Context: an optimization exercise on an open-source flow, tuned for small area. The choices shown serve that exercise and are no tape-out recipe. Function was checked by simulation only, so behaviour that the tests miss may differ from the original. The clock input has no modelled driver; a real chip could not lean on it and would need a root buffer or a full tree. Power figures rest on the tool's default switching activity, not on a simulated workload.

==> flow/design.v <==
module interFrameSpace (samplePoint, rst, canRX, frameReady, endOverload, isOverload, isStart);
	input wire samplePoint, rst, canRX, frameReady, endOverload;
	output wire isOverload, isStart;
	parameter bit1_intermission = 0, bit2_intermission = 1, bit3_intermission = 2, bus_idle = 3;
	reg [1:0]state;
	reg isOverload0, isStart0;
	reg endError;
	assign isOverload = isOverload0;
	assign isStart = isStart0;
	always @ (posedge samplePoint) begin
		if (rst) begin
			state <= bus_idle;
			isOverload0 <= 0;
			isStart0 <= 0;
			endError <= 0;
		end else begin
		if (frameReady == 0)begin
			state <= bit1_intermission;
			isOverload0 <= 0;
			isStart0 <= 0;
			if (endOverload)
				endError <= 1;
		end
		if (isOverload) begin
			isOverload0 <= 0;
		end
		if (frameReady == 1 && endOverload == 1) begin
			if (canRX == 1) begin
				state <= bit2_intermission;
				isOverload0 <= 0;
				isStart0 <= 0;
			end else begin
				state <= bit1_intermission;
				isOverload0 <= 1;
				isStart0 <= 0;
			end
		end
		if ((frameReady == 1 && endOverload == 0) || endError == 1) begin
			case (state)
				bit1_intermission:
					if (canRX == 1) begin
						state <= bit2_intermission;
						isOverload0 <= 0;
						isStart0 <= 0;
					end else begin
						state <= bit1_intermission;
						isOverload0 <= 1;
						isStart0 <= 0;
						endError <= 0;
					end
				bit2_intermission:
					if (canRX == 1) begin
						state <= bit3_intermission;
						isOverload0 <= 0;
						isStart0 <= 0;
					end else begin
						state <= bit1_intermission;
						isOverload0 <= 1;
						isStart0 <= 0;
						endError <= 0;
					end
				bit3_intermission:
					if (canRX == 1) begin
						state <= bus_idle;
						isOverload0 <= 0;
						isStart0 <= 0;
					end else begin
						state <= bit1_intermission;
						isOverload0 <= 0;
						isStart0 <= 1;
						endError <= 0;
					end
				bus_idle:
					if (canRX == 1) begin
						state <= bus_idle;
						isOverload0 <= 0;
						isStart0 <= 0;
					end else begin
						state <= bit1_intermission;
						isOverload0 <= 0;
						isStart0 <= 1;
						endError <= 0;
					end
			endcase
		end
		end
	end
endmodule
module overload (samplePoint, rst, canRX, isOverload, isError, endOverload);
	input wire samplePoint, rst, canRX, isOverload, isError;
	output wire endOverload;
	reg [3:0] count;
	reg del;
	reg alredyOverError;
	wire active = isOverload | isError | alredyOverError;
	wire flag = ~count[3] & ~(count[2] & (count[1] | count[0]));
	wire c7 = count[2] & count[1] & count[0];
	wire c11 = count[3] & count[1] & count[0];
	wire ended = del & (count == 4'd0);
	assign endOverload = ended;
	always @ (posedge samplePoint) begin
		if (rst) begin
			count <= 4'd0;
			del <= 1'b0;
			alredyOverError <= 1'b0;
		end else if (active) begin
			alredyOverError <= 1'b1;
			if (!del || ended) begin
				del <= 1'b0;
				if (!canRX)
					count <= (!flag && c11) ? 4'd0 : count + 4'd1;
				else if (flag)
					count <= 4'd0;
				else begin
					del <= 1'b1;
					count <= 4'd1;
				end
			end else begin
				if (canRX) begin
					if (c7) begin
						alredyOverError <= 1'b0;
						count <= 4'd0;
					end else
						count <= count + 4'd1;
				end else begin
					del <= 1'b0;
					count <= {3'b000, c7};
				end
			end
		end else if (ended)
			del <= 1'b0;
	end
endmodule
module framecontroller
(
	input	sp, rst, CAN_RX, reset, isStuff, errorFlag,
	input	[4:0] size,
	output wire BS_onoff,
	output wire [1:0] CRCtype,
	output reg BRS_Stop,
	output wire invalidBit,
	output wire CRCcalc_on,
	output wire CRCtime,
	output wire ackValue,
	output reg isRemote,
	output reg IDE,
	output reg EDL,
	output reg BRS,
	output wire frameReady
);
	localparam [3:0] ARB = 4'd0, RTR = 4'd1, IDEs = 4'd2, EXT = 4'd3,
	                 EXTRTR = 4'd4, R1EDL = 4'd5, R0EDL = 4'd6, R0FD = 4'd7,
	                 BRSs = 4'd8, DLC = 4'd10, DATA = 4'd11,
	                 CRC = 4'd12, TAIL = 4'd13, ERR = 4'd14, ERR2 = 4'd15;
	reg [3:0] state;
	reg [8:0] cnt;
	reg big;    
	assign invalidBit = 1'b0;
	assign ackValue = 1'b0;
	wire crcFirst = EDL ? (cnt[4] & ~cnt[3] & (cnt[2] == big) & ~cnt[1] & cnt[0])
	                    : (~cnt[4] & cnt[3] & cnt[2] & cnt[1] & cnt[0]);
	wire tailFirst = ~cnt[3] & ~cnt[2] & ~cnt[1] & ~cnt[0];    
	assign frameReady = (state == ERR2) & ~cnt[0];
	assign CRCtime = ((state == CRC) & ~crcFirst) | ((state == TAIL) & tailFirst);
	assign CRCtype = {CRCtime & EDL, CRCtime & (~EDL | big)};
	assign CRCcalc_on = ~CRCtime & (state != TAIL) & (state != ERR2);
	assign BS_onoff = (state != ERR2) & ~((state == TAIL) & ~tailFirst);
	wire one = (cnt == 9'd1);
	wire [8:0] crcLoad = !EDL ? 9'd15 : big ? 9'd21 : 9'd17;
	wire [3:0] dlc = {cnt[2:0], CAN_RX};
	reg [5:0] nb;
	always @* begin
		if (!EDL || !dlc[3])
			nb = dlc[3] ? 6'd8 : {3'b000, dlc[2:0]};
		else case (dlc[2:0])
			3'd0: nb = 6'd8;
			3'd1: nb = 6'd12;
			3'd2: nb = 6'd16;
			3'd3: nb = 6'd20;
			3'd4: nb = 6'd24;
			3'd5: nb = 6'd32;
			3'd6: nb = 6'd48;
			default: nb = 6'd0;    
		endcase
	end
	always @ (posedge sp) begin
		if (rst) begin
			state <= ERR2;
			cnt[0] <= 1'b0;
			BRS_Stop <= 1'b0;
			isRemote <= 1'b0;
			IDE <= 1'b0;
			EDL <= 1'b0;
			BRS <= 1'b0;
		end else if (reset) begin
			state <= errorFlag ? ERR : ARB;
			big <= 1'b0;
			BRS_Stop <= 1'b0;
			isRemote <= 1'b0;
			IDE <= 1'b0;
			EDL <= 1'b0;
			BRS <= 1'b0;
		end else if (!isStuff) begin
			case (state)
				ARB: if (size[3] && size[1]) state <= RTR;    
				RTR: begin
					isRemote <= CAN_RX;
					state <= IDEs;
				end
				IDEs: begin
					IDE <= CAN_RX;
					isRemote <= isRemote & ~CAN_RX;
					if (!CAN_RX) state <= R0EDL;
					else if (isRemote) state <= EXT;
					else state <= ERR;
				end
				EXT: if (&size[4:1]) state <= EXTRTR;    
				EXTRTR: begin
					isRemote <= CAN_RX;
					state <= R1EDL;
				end
				R1EDL, R0EDL: begin
					EDL <= CAN_RX;
					cnt <= {7'd0, ~CAN_RX, CAN_RX};    
					if (CAN_RX) state <= R0FD;
					else if (state == R1EDL) state <= R0EDL;
					else state <= DLC;
				end
				R0FD: state <= CAN_RX ? ERR : BRSs;
				BRSs: begin
					BRS <= CAN_RX;
					BRS_Stop <= CAN_RX;
					state <= DLC;
				end
				DLC: begin
					if (!cnt[4]) begin
						cnt <= {cnt[7:0], CAN_RX};
					end else if (dlc != 4'd0) begin
						cnt <= {nb, 3'b000};    
						big <= EDL & dlc[3] & (dlc[2] | (dlc[1] & dlc[0]));
						state <= DATA;
					end else begin
						cnt <= crcLoad;
						state <= CRC;
					end
				end
				DATA: begin
					if (EDL) BRS_Stop <= 1'b1;
					cnt <= cnt - 9'd1;
					if (one) begin
						cnt <= crcLoad;
						state <= CRC;
					end
				end
				CRC: begin
					cnt <= cnt - 9'd1;
					if (one) state <= TAIL;
				end
				TAIL: begin
					BRS_Stop <= 1'b0;
					cnt <= cnt - 9'd1;
					if (!CAN_RX && !cnt[0] && (cnt[3:1] == 3'b000 || cnt[3:1] == 3'b111))    
						state <= ERR2;
					else if (!cnt[3] && cnt[2] && cnt[1] && cnt[0])    
						state <= ERR2;
				end
				default: ;
			endcase
		end
	end
endmodule
module DatavsRemote(
RTR_SRR,
IDE,
RTR_r1,
isRemote
);
	input RTR_SRR, IDE, RTR_r1;
	output isRemote;
	assign isRemote = RTR_SRR & (IDE ~^ RTR_r1);
endmodule
module frameSize
(
	input	sp, rst, isStuff, reset,
	output reg [9:0] size
);
	always @ (posedge sp) begin
		if (rst)
			begin
				size <= 10'b0;
			end
		else if (reset)
			begin
				size <= 10'b1;
			end
		else if (~isStuff)
			begin
				size <= size + 1;
			end
	end
endmodule
module frameStorage
(
	input	sp, rst, CAN_RX, isStuff, reset,
	output reg [150:0] frame
);
	wire clr = rst | reset;
	wire hold = isStuff & ~clr;
	wire shift = ~isStuff & ~clr;
	always @ (posedge sp) begin
		frame[150:1] <= ({150{hold}} & frame[150:1]) | ({150{shift}} & frame[149:0]);
		frame[0] <= ~rst & ((isStuff & ~reset) ? frame[0] : CAN_RX);
	end
endmodule
module frameMakerTop (samplePoint, reset, canRX, isError, isStuff, endOverload, BS_onoff, CRCtype, BRS_Stop, invalidBit, CRCcalc_on, CRCtime, ackValue, IDE, EDL, BRS, isRemote, size, frame, frameReady, isStart);
	input wire samplePoint, reset, canRX, isError, isStuff;
	output wire endOverload, BS_onoff, BRS_Stop, invalidBit, CRCcalc_on, CRCtime, ackValue, IDE, EDL, BRS, isRemote, frameReady, isStart;
	output wire [1:0] CRCtype;
	output wire [9:0] size;
	output wire [150:0] frame;
	wire isOverloadFromInterframe;
	interFrameSpace ifs (samplePoint, reset, canRX, frameReady, endOverload, isOverloadFromInterframe, isStart);
	overload ov (samplePoint, reset, canRX, isOverloadFromInterframe, isError, endOverload);
	framecontroller fc (samplePoint, reset, canRX, isStart, isStuff, isError, size[4:0], BS_onoff, CRCtype, BRS_Stop, invalidBit, CRCcalc_on, CRCtime, ackValue, isRemote, IDE, EDL, BRS, frameReady);
	frameSize fsz (samplePoint, reset, isStuff, isStart, size);
	frameStorage fst (samplePoint, reset, canRX, isStuff, isStart, frame);
endmodule
clock: 5.0 ns
lec_check: 0
abc_area: 1
cap_margin: 20
core_margin: 2
core_utilization: 70
slew_margin: 20
standard.sh (not shown) runs the stock make flow with config.mk's settings and CLKGATE_MAP_FILE= SYNTH_SCRIPT=/design/flow/synth_recipe.tcl, a recipe that flattens the netlist after the stock synthesis.
==> flow/flow/run.sh <==
#!/bin/bash
# Layout flow: the standard ORFS flow (standard.sh) with three changes:
#  - synthesis maps the logic with an area-oriented ABC script (flow/area.abc);
#    the rest of the synthesis script, and so every register, is unchanged
#  - ports are buffered with sky130_fd_sc_hd__buf_1
#  - the clock tree is built by flow/manual_cts.tcl (run as ORFS's PRE_CTS_TCL
#    hook, in place of clock_tree_synthesis): 11 balanced groups of clock
#    sinks, each driven by a clkbuf_8 at its centre, fed by one clkbuf_8 root
# Each tool's output goes to the ORFS logs under orfs/logs and to standard.log.
set -uo pipefail
W=$PWD
F=$W/flow
sed 's#^source \$::env(SCRIPTS_DIR)/synth_preamble.tcl$#&\nset abc_args [lreplace $abc_args 1 1 '"$F"'/area.abc]#' \
  "$FLOW_HOME/scripts/synth.tcl" > "$W/my_synth.tcl"
grep -q "area.abc" "$W/my_synth.tcl" || { echo "synth.tcl patch failed"; exit 1; }
sed 's#source \$::env(SCRIPTS_DIR)/synth.tcl#source '"$W"'/my_synth.tcl#' synth_recipe.tcl > "$W/my_synth_recipe.tcl"
grep -q "my_synth.tcl" "$W/my_synth_recipe.tcl" || { echo "synth_recipe.tcl patch failed"; exit 1; }
sed 's#SYNTH_SCRIPT=[^ ]*#SYNTH_SCRIPT='"$W"'/my_synth_recipe.tcl#' standard.sh > "$W/my_standard.sh"
grep -q "my_synth_recipe.tcl" "$W/my_standard.sh" || { echo "standard.sh patch failed"; exit 1; }
export BUFFER_PORTS_ARGS="-buffer_cell sky130_fd_sc_hd__buf_1"
cat > "$W/pre_cts.tcl" <<EOT
source $F/manual_cts.tcl
manual_cts 11 sky130_fd_sc_hd__clkbuf_8 sky130_fd_sc_hd__clkbuf_8
set_propagated_clock [all_clocks]
proc clock_tree_synthesis {args} { puts "clock tree already built by manual_cts" }
EOT
export PRE_CTS_TCL="$W/pre_cts.tcl"
bash "$W/my_standard.sh" > "$W/standard.log" 2>&1
==> flow/flow/area.abc <==
strash
&get -n
&deepsyn -I 1 -J 50
&dch
&nf -p -F 8 -A 4 -R 1000
&put
mfs3 -ae
topo
stime -c
==> flow/flow/manual_cts.tcl <==
# Manual clock tree (used by flow/run.sh): K leaf clock buffers, each driving
# a balanced, compact group of clock sinks, fed by one root buffer.
proc manual_cts {K leafm rootm} {
  set db [ord::get_db]
  set block [ord::get_db_block]
  set clknet [$block findNet samplePoint]
  set sinks {}
  foreach it [$clknet getITerms] {
    set inst [$it getInst]
    set b [$inst getBBox]
    lappend sinks [list $it [expr {([$b xMin]+[$b xMax])/2}] [expr {([$b yMin]+[$b yMax])/2}]]
  }
  set n [llength $sinks]
  # columns x rows grid of balanced groups
  set cols [expr {int(ceil(sqrt($K)))}]
  while {$K % $cols != 0} { incr cols -1 }
  set rows [expr {$K / $cols}]
  set byx [lsort -integer -index 1 $sinks]
  set percol [expr {double($n)/$cols}]
  set groups {}
  for {set c 0} {$c < $cols} {incr c} {
    set lo [expr {int(round($c*$percol))}]
    set hi [expr {int(round(($c+1)*$percol))-1}]
    set col [lsort -integer -index 2 [lrange $byx $lo $hi]]
    set m [llength $col]
    set perrow [expr {double($m)/$rows}]
    for {set r 0} {$r < $rows} {incr r} {
      set lo2 [expr {int(round($r*$perrow))}]
      set hi2 [expr {int(round(($r+1)*$perrow))-1}]
      lappend groups [lrange $col $lo2 $hi2]
    }
  }
  set lmaster [$db findMaster $leafm]
  set rmaster [$db findMaster $rootm]
  set rootnet [odb::dbNet_create $block clknet_root]
  $rootnet setSigType CLOCK
  set sx 0; set sy 0; set k 0
  foreach g $groups {
    set net [odb::dbNet_create $block clknet_leaf_$k]
    $net setSigType CLOCK
    set buf [odb::dbInst_create $block $lmaster clkbuf_leaf_$k]
    set cx 0; set cy 0
    foreach s $g {
      set it [lindex $s 0]
      $it disconnect
      $it connect $net
      set cx [expr {$cx + [lindex $s 1]}]; set cy [expr {$cy + [lindex $s 2]}]
    }
    set cx [expr {int($cx / [llength $g])}]; set cy [expr {int($cy / [llength $g])}]
    [$buf findITerm A] connect $rootnet
    [$buf findITerm X] connect $net
    $buf setLocation $cx $cy
    $buf setPlacementStatus PLACED
    set sx [expr {$sx + $cx}]; set sy [expr {$sy + $cy}]
    incr k
  }
  set root [odb::dbInst_create $block $rmaster clkbuf_root]
  [$root findITerm A] connect $clknet
  [$root findITerm X] connect $rootnet
  $root setLocation [expr {int($sx/$K)}] [expr {int($sy/$K)}]
  $root setPlacementStatus PLACED
  puts "manual_cts: $n sinks in $K groups of [llength [lindex $groups 0]]"
}
Change:
--- a/flow/flow/run.sh
+++ b/flow/flow/run.sh
@@ -6,3 +6,3 @@
 #  - the clock tree is built by flow/manual_cts.tcl (run as ORFS's PRE_CTS_TCL
-#    hook, in place of clock_tree_synthesis): 11 balanced groups of clock
+#    hook, in place of clock_tree_synthesis): 12 balanced groups of clock
 #    sinks, each driven by a clkbuf_8 at its centre, fed by one clkbuf_8 root
@@ -22,3 +22,3 @@
 source $F/manual_cts.tcl
-manual_cts 11 sky130_fd_sc_hd__clkbuf_8 sky130_fd_sc_hd__clkbuf_8
+manual_cts 12 sky130_fd_sc_hd__clkbuf_8 sky130_fd_sc_hd__clkbuf_8
 set_propagated_clock [all_clocks]
==> flow/flow/area.abc (replaced) <==
strash
&get -n
&deepsyn -T 60 -S 1
&dch
&nf -p -F 8 -A 4 -R 1000
&put
mfs3 -ae
topo
stime -c
What happened: The new run went through all stages and came out clean. Setup slack gets better by 0.50 ns. Wire length grows by 1.3%. Die area hardly moves. Worst hold slack gets better by 0.0089 ns. Power hardly moves.
Change:
--- a/flow/flow/run.sh
+++ b/flow/flow/run.sh
@@ -6,3 +6,3 @@
 #  - the clock tree is built by flow/manual_cts.tcl (run as ORFS's PRE_CTS_TCL
-#    hook, in place of clock_tree_synthesis): 12 balanced groups of clock
+#    hook, in place of clock_tree_synthesis): 10 balanced groups of clock
 #    sinks, each driven by a clkbuf_8 at its centre, fed by one clkbuf_8 root
@@ -22,3 +22,3 @@
 source $F/manual_cts.tcl
-manual_cts 12 sky130_fd_sc_hd__clkbuf_8 sky130_fd_sc_hd__clkbuf_8
+manual_cts 10 sky130_fd_sc_hd__clkbuf_8 sky130_fd_sc_hd__clkbuf_8
 set_propagated_clock [all_clocks]
What happened: Wire length decreases by 1.0%. Worst setup slack improved by 0.055 ns. Critical path depth is unchanged. Die area stays the same. Sequential power stays flat. Final cell count hardly moves. Global-route usage goes down by 0.36 points. Total power shrinks by 1.7%. Synthesized area is unchanged. Sequential share of layout area grows by 0.19 points.
Change:
--- a/flow/flow/run.sh
+++ b/flow/flow/run.sh
@@ -6,3 +6,3 @@
 #  - the clock tree is built by flow/manual_cts.tcl (run as ORFS's PRE_CTS_TCL
-#    hook, in place of clock_tree_synthesis): 10 balanced groups of clock
+#    hook, in place of clock_tree_synthesis): 12 balanced groups of clock
 #    sinks, each driven by a clkbuf_8 at its centre, fed by one clkbuf_8 root
@@ -22,3 +22,3 @@
 source $F/manual_cts.tcl
-manual_cts 10 sky130_fd_sc_hd__clkbuf_8 sky130_fd_sc_hd__clkbuf_8
+manual_cts 12 sky130_fd_sc_hd__clkbuf_8 sky130_fd_sc_hd__clkbuf_8
 set_propagated_clock [all_clocks]
==> flow/flow/area.abc (replaced) <==
strash
&get -n
&deepsyn -I 1 -J 50
&dch
&nf -p -F 8 -A 4 -R 1000
&put
mfs3 -ae
topo
stime -c
The new run completed with no timing, DRC or antenna violations.
Final cell count barely changes.
Global-route usage rises by 0.53 points.
Synthesized cell count falls by 0.35%.
Routed wire length hardly moves.
Sequential cell count stays the same.
Synthesized area hardly moves.
Sequential share of layout area falls by 0.39 points.
Fmax falls by 4.1%.
Total power rises by 1.9%.
Change:
==> flow/flow/area.abc (replaced) <==
strash
&get -n
&deepsyn -T 60 -S 1
&dch
&nf -p -F 8 -A 4 -R 1000
&put
mfs3 -ae
topo
stime -c
--- a/flow/flow/manual_cts.tcl
+++ b/flow/flow/manual_cts.tcl
@@ -2,2 +2,3 @@
 # a balanced, compact group of clock sinks, fed by one root buffer.
+# clock sinks, fed by one root buffer at the centre of the leaves.
 proc manual_cts {K leafm rootm} {
Effect: Core utilization drops by 0.53 points; worst setup slack got worse by 0.23 ns; first-iteration DRC count drops by 24%; hold slack degrades by 0.0096 ns.
No run of this note takes its clock network from TritonCTS; it comes from the design's own scripts or RTL.

afterwards: timing with drivers on the ports:
In the flow no input, the clock included, has a driving cell. The finished layouts below were timed again as built, in two steps. Step 1 assumes that a clkbuf_16 drives the clock port and a buf_2 every other input. Step 2 also shifts input and output timing later by t, the mid clock arrival at the registers, as if the neighbouring blocks saw the same clock. Three values: ideal, step 1, step 2; two values: the first two.
run | t (ns) | setup WS [ns] | slew at the worst register clock pin (ns) | pins driven straight from the clock port
the first run | 0.424 | 1.232 / 1.247 / 0.823 | 0.11 / 0.11 | 1
the second run | 0.473 | 1.732 / 1.698 / 1.840 | 0.10 / 0.10 | 1
the third run | 0.443 | 1.787 / 1.752 / 1.872 | 0.12 / 0.12 | 1
the fourth run | 0.466 | 1.649 / 1.639 / 1.199 | 0.10 / 0.10 | 1
the fifth run | 0.457 | 1.419 / 1.383 / 1.360 | 0.10 / 0.10 | 1
After both steps every run listed still meets setup and hold. For the fourth run, which loses most, drivers alone change the setup slack by -0.010 ns; drivers and shift together by -0.450 ns.
